What follows belongs to an exercise in optimizing a design on an open flow for small area, a short achievable clock period and few clock cycles; a production flow would make more cautious choices. The RTL was checked by simulation tests, not by an equivalence proof against the original design. Power is estimated from default activity; no workload was simulated.

==> run.sh <==
#!/bin/bash
# synth_recipe.tcl (not shown) runs the flow's synth.tcl, then flattens the netlist and writes it again
# the make line also repeats each setting of config.mk as NAME=value (left out here)
make -C /OpenROAD-flow-scripts/flow DESIGN_CONFIG=/design/flow/config.mk WORK_HOME=/design/flow/orfs CLKGATE_MAP_FILE= SYNTH_SCRIPT=/design/flow/synth_recipe.tcl finish
==> design.v <==
module MyDesign(
      output reg        dut_busy                   ,
      input  wire       dut_run                    , 
      input  wire       reset_b                    ,  
      input  wire       clk                        ,
      output            input_sram_write_enable    ,
      output     [11:0] input_sram_write_addresss  ,
      output     [15:0] input_sram_write_data      ,
      output     [11:0] input_sram_read_address    ,
      input wire [15:0] input_sram_read_data       ,
      output reg        output_sram_write_enable    ,
      output reg [11:0] output_sram_write_addresss  ,
      output reg [15:0] output_sram_write_data      ,
      output     [11:0] output_sram_read_address    ,
      input wire [15:0] output_sram_read_data       ,
      output            scratchpad_sram_write_enable    ,
      output     [11:0] scratchpad_sram_write_addresss  ,
      output     [15:0] scratchpad_sram_write_data      ,
      output     [11:0] scratchpad_sram_read_address    ,
      input wire [15:0] scratchpad_sram_read_data       ,
      output            weights_sram_write_enable    ,
      output     [11:0] weights_sram_write_addresss  ,
      output     [15:0] weights_sram_write_data      ,
      output reg [11:0] weights_sram_read_address    ,
      input wire [15:0] weights_sram_read_data       
);
  localparam reset_state              = 'd0;
  localparam pre_data_fetch_state     = 'd1;
  localparam initial_data_fetch_state = 'd2;
  localparam inter_conv1_state        = 'd3;
  localparam inter_conv2_state        = 'd4;
  localparam inter_conv3_state        = 'd5;
  localparam inter_conv4_state        = 'd6;
  localparam inter_conv5_state        = 'd7;
  localparam inter_conv6_state        = 'd8;
  localparam conv_compare_state       = 'd9;
  localparam max_pool1_state          = 'd10;
  localparam max_pool2_state          = 'd11;
  localparam write_to_output_sram     = 'd12;
  localparam next_data_fetch_state    = 'd13;
  localparam stop_state               = 'd14;
  reg               ip_end_reg, 
                    even_max_pool_valid_bit, 
                    odd_max_pool_valid_bit;
  reg        [3:0]  current_state;
  reg        [3:0]  kernel_counter;
  reg        [7:0]  current_size_reg;
  reg        [5:0]  input_row_index;
  reg        [5:0]  input_col_index;
  reg        [5:0]  conv_row_index;
  reg        [5:0]  conv_even_col_index;
  reg        [5:0]  conv_odd_col_index;
  reg        [5:0]  max_pool_reg_write_ind;
  reg        [5:0]  max_pool_reg_read_ind;
  reg signed [7:0]  temp_even_max_pool_reg;
  reg signed [7:0]  temp_odd_max_pool_reg;
  reg signed [7:0]  k_reg_array             [9:0];  
  reg signed [7:0]  temp_max_pool_reg_array [30:0];  
  reg        [11:0] static_base_addr;
  reg        [11:0] output_sram_addr;
  reg        [11:0] dynamic_base_addr;
  reg signed [15:0] multiplier_1_reg;
  reg signed [15:0] multiplier_2_reg;
  reg signed [15:0] multiplier_3_reg;
  reg signed [15:0] multiplier_4_reg;
  reg signed [19:0] mac0_reg;
  reg signed [19:0] mac1_reg;
  reg signed [19:0] temp_conv_mac0_output;
  reg signed [19:0] temp_conv_mac1_output;
  wire status_k_fetch_complete, status_last_index_arrived;
  wire signed [7:0]  temp_even_max_pool_out;
  wire signed [7:0]  temp_odd_max_pool_out;
  wire signed [7:0]  max_pool_out;
  wire signed [7:0]  ip_sram_read_msb_out;
  wire signed [7:0]  ip_sram_read_lsb_out;
  wire signed [7:0]  relued_max_out;
  wire signed [7:0]  temp_max_out;
  wire signed [19:0] max_feature_out;
  assign input_sram_write_enable = 1'd0;
  assign scratchpad_sram_write_enable = 1'd0;
  assign input_sram_write_addresss      = 12'd0;
  assign input_sram_write_data          = 16'd0;
  assign output_sram_read_address       = 12'd0;
  assign scratchpad_sram_write_addresss = 12'd0;
  assign scratchpad_sram_write_data     = 16'd0;
  assign scratchpad_sram_read_address   = 12'd0;
  assign weights_sram_write_enable      = 1'd0;
  assign weights_sram_write_addresss    = 12'd0;
  assign weights_sram_write_data        = 16'd0;
  assign input_sram_read_address = ( (current_state == inter_conv6_state) && 
                                    (conv_row_index == current_size_reg - 3) && 
                                    (conv_odd_col_index == current_size_reg - 3) ) ? static_base_addr : dynamic_base_addr ;
  assign ip_sram_read_lsb_out = input_sram_read_data[7:0];
  assign ip_sram_read_msb_out = input_sram_read_data[15:8];
  assign status_k_fetch_complete = kernel_counter[3];
  assign status_last_index_arrived = (input_row_index == current_size_reg - 1 && input_col_index    == current_size_reg - 2);
  assign max_feature_out   = (mac0_reg > mac1_reg)      ? mac0_reg : mac1_reg;
  assign max_pool_out      = temp_max_pool_reg_array[max_pool_reg_read_ind];
  assign temp_max_out      = (max_feature_out < 0)      ? 'd0      : max_feature_out;
  assign relued_max_out    = (max_feature_out > 'sd127) ? 'd127    : temp_max_out;
  assign temp_odd_max_pool_out  = (max_pool_out > relued_max_out) ? max_pool_out : relued_max_out;
  assign temp_even_max_pool_out = (max_pool_out > relued_max_out) ? max_pool_out : relued_max_out;
  always @(posedge clk) begin
    if(!reset_b) begin
      current_state <= 'd0;
    end
    else begin
      casex(current_state)
        reset_state: begin
          if(dut_run == 1)
            current_state <=  pre_data_fetch_state;
          else
            current_state <=  reset_state;
        end
        pre_data_fetch_state: begin
          current_state <=  initial_data_fetch_state;
        end
        initial_data_fetch_state: begin
          if(status_k_fetch_complete == 1'd1)
            current_state <=  inter_conv1_state;
          else
            current_state <=  initial_data_fetch_state;
        end
        inter_conv1_state: begin
          if(current_size_reg != 'hff)
            current_state <=  inter_conv2_state;
          else
            current_state <=  stop_state;
        end
        inter_conv2_state: begin
          current_state <=  inter_conv3_state;
        end
        inter_conv3_state: begin
          current_state <=  inter_conv4_state;
        end
        inter_conv4_state: begin
          current_state <=  inter_conv5_state;
        end
        inter_conv5_state: begin
          current_state <=  inter_conv6_state;
        end
        inter_conv6_state: begin
          if(conv_row_index[0] == 0)
            current_state <=  conv_compare_state;
          else if(even_max_pool_valid_bit == 1'd0)
            current_state <=  max_pool1_state;
          else if(even_max_pool_valid_bit == 1'd1) 
            current_state <=  max_pool2_state;
        end
        conv_compare_state: begin
          current_state <=  inter_conv1_state;
        end
        max_pool1_state: begin
          if(conv_row_index == current_size_reg - 3 && conv_odd_col_index == current_size_reg - 3)
            current_state <=  write_to_output_sram;
          else
            current_state <=  inter_conv1_state;
        end
        max_pool2_state: begin
          current_state <=  write_to_output_sram;
        end
        write_to_output_sram: begin
          if(ip_end_reg == 1'd1)
            current_state <=  next_data_fetch_state;
          else
            current_state <=  inter_conv1_state;
        end
        next_data_fetch_state: begin
          if(current_size_reg != 'd63) 
            current_state <=  inter_conv1_state;
          else
            current_state <=  stop_state;
        end
        stop_state: begin
          if(dut_run == 1'd0)
            current_state <=  reset_state;
          else
            current_state <=  stop_state;
        end
        default: begin
            current_state <=  reset_state;
        end
      endcase
    end
  end
  always @(posedge clk) begin
    casex(current_state)
      reset_state: begin
        weights_sram_read_address   <= 'd0;
        kernel_counter              <= 'd0;
        mac0_reg                    <= 'd0;
        mac1_reg                    <= 'd0;
        static_base_addr            <= 'd0;
        conv_row_index              <= 'd0;
        conv_even_col_index         <= 'd0;
        conv_odd_col_index          <= 'd1;
        max_pool_reg_write_ind      <= 'd0;
        max_pool_reg_read_ind       <= 'd0;
        output_sram_addr            <= 'd0;
        dut_busy                    <= 'd0;
        even_max_pool_valid_bit     <= 'd0;
        odd_max_pool_valid_bit      <= 'd0;
      end
      pre_data_fetch_state: begin
        weights_sram_read_address <= weights_sram_read_address + 1'd1;
      end
      initial_data_fetch_state: begin
        k_reg_array[kernel_counter     ] <= weights_sram_read_data[15:8];
        k_reg_array[kernel_counter + 1 ] <= weights_sram_read_data[7:0];
        kernel_counter <= kernel_counter + 2;
        current_size_reg <= input_sram_read_data[7:0];
        dut_busy <= 'd1;
        if (kernel_counter <= 8) begin
          weights_sram_read_address <= weights_sram_read_address + 1'd1;
        end
      end
      inter_conv1_state,
      inter_conv2_state,
      inter_conv3_state,
      inter_conv4_state,
      inter_conv6_state: begin 
        mac1_reg <= temp_conv_mac1_output;
        mac0_reg <= temp_conv_mac0_output;
      end
      inter_conv5_state: begin
        mac1_reg <= temp_conv_mac1_output;
        mac0_reg <= temp_conv_mac0_output;
        if(status_last_index_arrived == 1) begin
          static_base_addr <= dynamic_base_addr + 1'd1;
        end
      end
      conv_compare_state: begin
        temp_max_pool_reg_array[max_pool_reg_write_ind] <= relued_max_out; 
        if(max_pool_reg_write_ind == 'd30) begin
          max_pool_reg_write_ind <= 'd0;
        end
        else begin
          max_pool_reg_write_ind <= max_pool_reg_write_ind + 1'd1;
        end
        if (conv_odd_col_index == current_size_reg - 3) begin
          conv_row_index <= conv_row_index + 1'd1;
          conv_even_col_index <= 'd0;
          conv_odd_col_index <= 'd1;
        end
        else begin
          conv_row_index <= conv_row_index;
          conv_even_col_index <= conv_even_col_index + 'd2;
          conv_odd_col_index <= conv_odd_col_index + 'd2;
        end
      end
      max_pool1_state: begin
        temp_even_max_pool_reg <= temp_even_max_pool_out;
        even_max_pool_valid_bit <= 1'd1;
        ip_end_reg <= (conv_row_index  == current_size_reg - 3 && conv_odd_col_index == current_size_reg - 3);  
        if(max_pool_reg_read_ind == 'd30) begin
          max_pool_reg_read_ind <= 'd0;
        end
        else begin
          max_pool_reg_read_ind <= max_pool_reg_read_ind + 1'd1;
        end
        if(conv_row_index == current_size_reg - 3 && conv_odd_col_index == current_size_reg -3) begin
          current_size_reg <= input_sram_read_data[07:00];
        end
        if(conv_row_index != current_size_reg - 2 && conv_odd_col_index != current_size_reg - 2) begin
          if (conv_odd_col_index == current_size_reg - 3) begin
            conv_row_index <= conv_row_index + 1'd1;
            conv_even_col_index <= 'd0;
            conv_odd_col_index <= 'd1;
          end
          else begin
            conv_row_index <= conv_row_index;
            conv_even_col_index <= conv_even_col_index + 'd2;
            conv_odd_col_index <= conv_odd_col_index + 'd2;
          end
        end
      end
      max_pool2_state: begin
        temp_odd_max_pool_reg <= temp_odd_max_pool_out;
        odd_max_pool_valid_bit <= 1'd1;
        if(max_pool_reg_read_ind == 'd30) begin  
          max_pool_reg_read_ind <= 'd0;
        end
        else begin
          max_pool_reg_read_ind <= max_pool_reg_read_ind + 1'd1;
        end
      end
      write_to_output_sram: begin
        output_sram_write_addresss <= output_sram_addr;
        output_sram_addr <= output_sram_addr + 1'd1;
        output_sram_write_data <= { 
                                    (even_max_pool_valid_bit ? (temp_even_max_pool_reg) : 8'd0), 
                                    (odd_max_pool_valid_bit  ? (temp_odd_max_pool_reg ) : 8'd0) 
                                  };
        if(conv_row_index != current_size_reg - 2 && conv_odd_col_index != current_size_reg - 2) begin
          if(conv_odd_col_index == current_size_reg - 3) begin
            conv_row_index <= conv_row_index + 1'd1;
            conv_even_col_index <= 'd0;
            conv_odd_col_index <= 'd1;
          end
          else begin
            conv_row_index <= conv_row_index;
            conv_even_col_index <= conv_even_col_index + 'd2;
            conv_odd_col_index <= conv_odd_col_index + 'd2;
          end
        end
        if(ip_end_reg == 1'd1) begin
          conv_row_index <= 1'd0;
          conv_even_col_index <= 1'd0;
          conv_odd_col_index <= 1'd1;
        end
        even_max_pool_valid_bit <= 'd0;
        odd_max_pool_valid_bit <= 'd0;
      end
      next_data_fetch_state: begin
        max_pool_reg_write_ind <= 'd0;
        max_pool_reg_read_ind <= 'd0;
        ip_end_reg <= 0;
      end
      stop_state: begin
        dut_busy <= 'd0;
      end
    endcase
  end
  always @(posedge clk) begin
    output_sram_write_enable <= (current_state == write_to_output_sram);
  end
  always@(*) begin
    casex(current_state)
      inter_conv1_state: begin
        input_row_index = conv_row_index;
        input_col_index = conv_even_col_index + 2;
      end
      inter_conv2_state: begin
        input_row_index = conv_row_index + 1;
        input_col_index = conv_even_col_index;
      end
      inter_conv3_state: begin
        input_row_index = conv_row_index + 1;
        input_col_index = conv_even_col_index + 2;
      end
      inter_conv4_state: begin
        input_row_index = conv_row_index + 2;
        input_col_index = conv_even_col_index;
      end
      inter_conv5_state: begin
        input_row_index = conv_row_index  + 2;
        input_col_index = conv_even_col_index + 2;    
      end
      inter_conv6_state: begin
        if (conv_odd_col_index == current_size_reg - 3)
          begin
            input_row_index = conv_row_index + 1; 
            input_col_index = 0;
          end
        else
          begin
            input_row_index = conv_row_index;
            input_col_index = conv_odd_col_index + 1;
          end
      end
      conv_compare_state: begin
        if (conv_odd_col_index == current_size_reg - 3)
          begin
            input_row_index = conv_row_index + 1; 
            input_col_index = 0;
          end
        else
          begin
            input_row_index = conv_row_index;
            input_col_index = conv_odd_col_index + 1;
          end
      end
      default: begin
        input_row_index = conv_row_index;
        input_col_index = conv_even_col_index;
      end
    endcase
  end
  always @(*) begin
    casex(current_state)
      reset_state: begin
        dynamic_base_addr = 'd0;
      end
      pre_data_fetch_state: begin
        dynamic_base_addr = 'd0;
      end
      initial_data_fetch_state: begin
        if(status_k_fetch_complete)
          dynamic_base_addr = 'd1;
        else
          dynamic_base_addr = 'd0;
      end
      inter_conv1_state,
      inter_conv2_state,
      inter_conv3_state,
      inter_conv4_state,
      inter_conv5_state: begin
        dynamic_base_addr   = static_base_addr + (((input_row_index*current_size_reg) + input_col_index ) >> 1 ) + 1;
      end
      inter_conv6_state,
      conv_compare_state,
      max_pool2_state,
      write_to_output_sram: begin 
        if(conv_odd_col_index == current_size_reg - 3)
          dynamic_base_addr = static_base_addr + (((conv_row_index+1)*current_size_reg)>>1) + 1'd1;
        else
          dynamic_base_addr = static_base_addr + ((conv_row_index*current_size_reg + conv_odd_col_index + 1'd1)>>1) + 1'd1;
      end
      max_pool1_state: begin
        if(conv_row_index == current_size_reg - 3 && conv_odd_col_index == current_size_reg - 3)
          dynamic_base_addr = static_base_addr + 1'd1;
        else begin
          if(conv_odd_col_index == current_size_reg - 3)
            dynamic_base_addr = static_base_addr + (((conv_row_index+1)*current_size_reg)>>1) + 1'd1;
          else
            dynamic_base_addr = static_base_addr + ((conv_row_index*current_size_reg + conv_odd_col_index + 1'd1)>>1) + 1'd1;
        end
      end
      next_data_fetch_state: begin
        dynamic_base_addr = static_base_addr + 1'd1;
      end
      stop_state: begin
        dynamic_base_addr = 'd0;
      end
      default: begin
        dynamic_base_addr = 'd0;
      end
    endcase
  end
  always@(*) begin
    casex(current_state)
    inter_conv2_state: begin
      multiplier_1_reg = (k_reg_array[2] * ip_sram_read_msb_out);
      multiplier_2_reg = 0;
      multiplier_3_reg = (k_reg_array[1] * ip_sram_read_msb_out);
      multiplier_4_reg = (k_reg_array[2] * ip_sram_read_lsb_out);
    end
    inter_conv3_state: begin
      multiplier_1_reg = (k_reg_array[3] * ip_sram_read_msb_out);
      multiplier_2_reg = (k_reg_array[4] * ip_sram_read_lsb_out);
      multiplier_3_reg = 0;
      multiplier_4_reg = (k_reg_array[3] * ip_sram_read_lsb_out);
    end
    inter_conv4_state: begin
      multiplier_1_reg = (k_reg_array[5] * ip_sram_read_msb_out);
      multiplier_2_reg = 0;
      multiplier_3_reg = (k_reg_array[4] * ip_sram_read_msb_out);
      multiplier_4_reg = (k_reg_array[5] * ip_sram_read_lsb_out);
    end
    inter_conv5_state: begin
      multiplier_1_reg = (k_reg_array[6] * ip_sram_read_msb_out);
      multiplier_2_reg = (k_reg_array[7] * ip_sram_read_lsb_out);
      multiplier_3_reg = 0;
      multiplier_4_reg = (k_reg_array[6] * ip_sram_read_lsb_out);
    end
    inter_conv6_state: begin
      multiplier_1_reg = (k_reg_array[8] * ip_sram_read_msb_out);
      multiplier_2_reg = 0;
      multiplier_3_reg = (k_reg_array[7] * ip_sram_read_msb_out);
      multiplier_4_reg = (k_reg_array[8] * ip_sram_read_lsb_out);
    end
    default: begin
        multiplier_1_reg = (k_reg_array[0] * ip_sram_read_msb_out);
        multiplier_2_reg = (k_reg_array[1] * ip_sram_read_lsb_out);
        multiplier_3_reg = 0;
        multiplier_4_reg = (k_reg_array[0] * ip_sram_read_lsb_out);
    end
    endcase
  end
  always @(*) begin
    if((current_state == reset_state) ||
      (current_state == pre_data_fetch_state) ||
      (current_state == initial_data_fetch_state))  begin
      temp_conv_mac0_output = 0;
      temp_conv_mac1_output = 0;
    end
    else if (current_state == inter_conv1_state)  begin
      temp_conv_mac0_output = multiplier_1_reg + multiplier_2_reg;
      temp_conv_mac1_output = multiplier_3_reg + multiplier_4_reg;
    end
    else begin
      temp_conv_mac0_output = mac0_reg + multiplier_1_reg + multiplier_2_reg;
      temp_conv_mac1_output = mac1_reg + multiplier_3_reg + multiplier_4_reg;
    end
  end
endmodule
==> constraint.sdc <==
create_clock -name core_clock -period 13.0 [get_ports {clk}]
set_input_delay 2.6000 -clock core_clock [delete_from_list [all_inputs] [get_ports {clk}]]
set_output_delay 2.6000 -clock core_clock [all_outputs]
set_load 0.01 [all_outputs]
==> config.mk <==
export PLATFORM = sky130hd
export DESIGN_NAME = MyDesign
export DESIGN_NICKNAME = MyDesign
export VERILOG_FILES = /design/flow/design.v
export SDC_FILE = /design/flow/constraint.sdc
export NUM_CORES = 4
export LEC_CHECK = 0
export CAP_MARGIN = 20
export CORE_MARGIN = 2
export CORE_UTILIZATION = 40
export SLEW_MARGIN = 20
==> flow_metrics.tcl <==
set metrics [dict create \
    clock_sink_count 495 \
    first_global_vias 56600 \
    globalRouteOverflowTotal 0 \
    layout_worst_path_cycle_share 0.944 \
    drive_gt1_frac 0.0467 \
    dieWidth_um 445 \
    timing.critical_path.required_ns 10.40 \
    max_flop_register "temp_max_pool_reg_array" \
    detail_route.drc_violations 0 \
    final.setup.tns_ns 0 \
    clock.fmax_ghz 0.0815 \
    syn-cell-area_um2 77900 \
    worst_ep_arrival_time_ns 9.67 \
    tritoncts.num_buffers 57 \
    placement_rows 161 \
    flip_flop_cell_with_the_highest_count_after_synthesis "sky130_fd_sc_hd__edfxtp_1" \
    cp_slowest_cell "sky130_fd_sc_hd__or2_1" \
    grt_start_max_net_pins 74 \
    io-pin-count 232 \
    cts_resized 0 \
    critical_path_peak_fanout 17 \
    cts.root.buffer_cell "sky130_fd_sc_hd__clkbuf_16" \
    power-per-cell-area_nw_per_um2 194 \
    cts_buffer_depth 3 \
    placeableCoreArea_um2 193000 \
    crit-reg2reg-launch "k_reg_array[2][7]" \
    post-route-min-period_ns 12.27 \
    ctsHoldBuffers 0 \
    cell_with_the_most_instances_after_synthesis "sky130_fd_sc_hd__inv_1" \
    area_added_between_synthesis_and_finish_pct 6.64 \
    post-synth-top-area-fraction 0.287 \
    die_area_um2 198000 \
    clk_pin_slew_worst_paths_ns 0.06 \
    unrepaired_setup_endpoints_after_global_routing "false" \
    netlist-cell-type-count 95 \
    worstMarginPinSlew_ns 1.20 \
    ys_warn_count 1 \
    postSynthAreaPerCell_um2 9.82 \
    share_of_flip_flops_with_an_asynchronous_set_or_reset_after_synthesis 0 \
    switchingPower_mw 7.97 \
    start_util 0.403 \
    tritoncts_clock_tree "done" \
    irDropWorstVdd_mv 0.360 \
    drt-initial-drc-count 3782 \
    final_hold_viol_count 0 \
    route.detailed.vias_per_inst 5.23 \
    clock_power_share 0.105 \
    synth.yosys.seq_area_share 0.190 \
    ys_top_cells_by_count "sky130_fd_sc_hd__inv_1 (1,444), sky130_fd_sc_hd__fa_1 (1,118), sky130_fd_sc_hd__ha_1 (759)" \
    cap_viol_max_count 0 \
    cts-htree-levels 2 \
    postRouteAntennaNets 0 \
    status "no timing/DRC/antenna violations" \
    wire_length_of_the_first_global_routing_pass_um 333000 \
    largest_register_ff_count 248 \
    startpoint_type "flip-flop" \
    clock_insertion_delay_worst_skew_ns 0.67 \
    internal-power_mw 8.14 \
    detail_route.first_pass.iterations 6 \
    design.final.nets 9815 \
    slew_headroom 0.190 \
    largestRegisters "temp_max_pool_reg_array (248), k_reg_array (72)" \
    setup.worst_path.class "flip-flop to output port" \
    critPathMaxStageDelay_ns 0.75 \
    ys_seq_elements 495 \
    io_buffers 88 \
    synth.top_cells.by_area "sky130_fd_sc_hd__fa_1 (29%), sky130_fd_sc_hd__edfxtp_1 (19%), sky130_fd_sc_hd__ha_1 (12%), sky130_fd_sc_hd__inv_1 (7.0%), sky130_fd_sc_hd__and2_1 (5.8%)" \
    hold_path_class "flip-flop to flip-flop" \
    syn-instance-count 7926 \
    finalWeightedCongestion 0.901 \
    detailedPlacementHpwl_um 163000 \
    synth_enable_flop_cells 485 \
    swShare 0.495 \
    hold_path_startpoint "output_sram_addr[11]" \
    chipHeight_um 445 \
    whs_ns 0.479 \
    seq_power_share 0.150 \
    grtUsageTotal 0.216 \
    cts_setup_buffers 0 \
    end_kind "output port" \
    skew_ns 0.0381 \
    power_frac_comb 0.745 \
    power.leakage_nw 37.0 \
    crit_start "current_size_reg[1]" \
    report.final.slew_viol_count 0 \
    avgRoutedWirePerCell_um 20.3 \
    antenna_found_initial 16 \
    yosysTopAreaCell "sky130_fd_sc_hd__fa_1" \
    route.final.wire_length_um 212000 \
    setup_viol_count_final 0 \
    dr_total_vias 54600 \
]
-- final cells by class --
type | instances | area, um2
multi-input cells | 5694 | 56200
inverters | 1446 | 5430
fillers | 18400 | 110000
flip-flops and latches | 495 | 14800
diodes | 6 | 15.0
repair buffers | 177 | 1530
clock inverters | 43 | 483
clock buffers | 64 | 1450
well taps | 2526 | 3160
-- worst max-delay path: cells and delay by family, from the launching register on --
kind                     cells  cell delay (ns)
AO/OA/AOI/OAI               13             3.21
adder cells (fa/ha/maj)      7             2.91
flip-flops                   1             0.60
AND/OR/NAND/NOR              5             1.13
buffers and inverters        2             0.62
XOR/XNOR                     3             0.55
-- final timing paths --
kind | end | slack [ns] | depth (start not counted)
worst max register to register | mac0_reg[19] | 4.05 | 31
worst min register to register | output_sram_write_addresss[11] | 0.48 | 0
worst max-delay path | input_sram_read_address[11] | 0.73 | 30
worst min-delay path | output_sram_write_addresss[11] | 0.48 | 0
-- routing by layer --
layer,up-vias,share of wire,global-route usage
met4,6,0.029,0.0592
met3,274,0.069,0.0357
li1,24900,-,-
met5,-,0.00018,0
met1,27800,0.43,0.295
met2,1644,0.47,0.355
-- cell usage in the layout, fill, tap and decap left out, types with 18 or more instances in the layout --
cell / n
sky130_fd_sc_hd__a211oi_1: 18
sky130_fd_sc_hd__o21ai_0: 187
sky130_fd_sc_hd__a22oi_1: 19
sky130_fd_sc_hd__nor3_1: 52
sky130_fd_sc_hd__o21bai_1: 71
sky130_fd_sc_hd__xnor2_1: 383
sky130_fd_sc_hd__nor2_1: 300
sky130_fd_sc_hd__mux2_2: 39
sky130_fd_sc_hd__mux2i_1: 22
sky130_fd_sc_hd__a21o_1: 84
sky130_fd_sc_hd__clkdlybuf4s50_1: 72
sky130_fd_sc_hd__nand3_1: 64
sky130_fd_sc_hd__conb_1: 143
sky130_fd_sc_hd__and2_1: 724
sky130_fd_sc_hd__mux4_2: 77
sky130_fd_sc_hd__nor2b_1: 48
sky130_fd_sc_hd__edfxtp_1: 485
sky130_fd_sc_hd__inv_1: 1444
sky130_fd_sc_hd__fa_1: 1118
sky130_fd_sc_hd__buf_4: 99
sky130_fd_sc_hd__and3_1: 25
sky130_fd_sc_hd__nand2b_1: 171
sky130_fd_sc_hd__clkbuf_16: 57
sky130_fd_sc_hd__a21oi_1: 257
sky130_fd_sc_hd__a31oi_1: 19
sky130_fd_sc_hd__xor2_1: 141
sky130_fd_sc_hd__ha_1: 759
sky130_fd_sc_hd__o21a_1: 26
sky130_fd_sc_hd__nand2_1: 616
sky130_fd_sc_hd__o22ai_1: 53
-- cell families after synthesis --
family	Yosys count	synth area share
other	2	0.0000965
AND/OR/NAND/NOR	2110	0.140
XOR/XNOR	524	0.0589
adder cells (fa/ha/maj)	1877	0.409
AO/OA/AOI/OAI	901	0.0749
multiplexers	139	0.0309
buffers and inverters	1878	0.0965
flip-flops	495	0.190
-- metrics by stage --
step | instances | setup slack (ns) | utilization | power, mW | cell area, um2
2_1_floorplan | 8067 | 2.95 | - | 11.3 | 78400
3_3_place_gp | 10300 | 1.46 | 0.420 | 14.1 | 81100
3_5_place_dp | 10300 | 1.35 | 0.420 | 14.4 | 81100
4_1_cts | 10400 | 0.689 | 0.430 | 16.1 | 83000
5_1_grt | 10400 | 0.218 | 0.430 | 17.7 | 83000
6_report | 10500 | 0.725 | 0.430 | 16.1 | 83000
-- power groups by stage --
stage / clock (mW) / sequential (mW) / combinational (mW)
floorplan: 0 / 2.31 / 8.97
global placement: 0 / 2.45 / 11.6
detailed placement: 0 / 2.46 / 11.9
CTS: 1.72 / 2.42 / 12.0
global route: 1.77 / 2.44 / 13.4
finish: 1.68 / 2.42 / 12.0
Testbench counts, summed over its fixed seeds: cycles 246,724.

==> what the ideal ports hide <==
In the flow no input, the clock included, has a driving cell. The finished layout below was timed again as built, in two steps. Step 1 assumes that a clkbuf_16 drives the clock port and a buf_2 every other input. Step 2, shift: input delay + t, output delay - t, t = (earliest + latest rising clock arrival at the registers) / 2. This alone moves slack from input paths to output paths. Slacks: ideal / step 1 / step 2; pairs: ideal / step 1.
shift t [ns]: 0.717
slack for setup (ns): 0.725 / 0.659 / 1.237
clock arrival spread, ns: 0.038 / 0.038
slew at the worst register clock pin (ns): 0.07 / 0.07
cell pins on the clock port's net: 1
After both steps this run still meets setup and hold. The setup slack of this run moves by -0.066 ns with the drivers and by +0.512 ns with both steps.
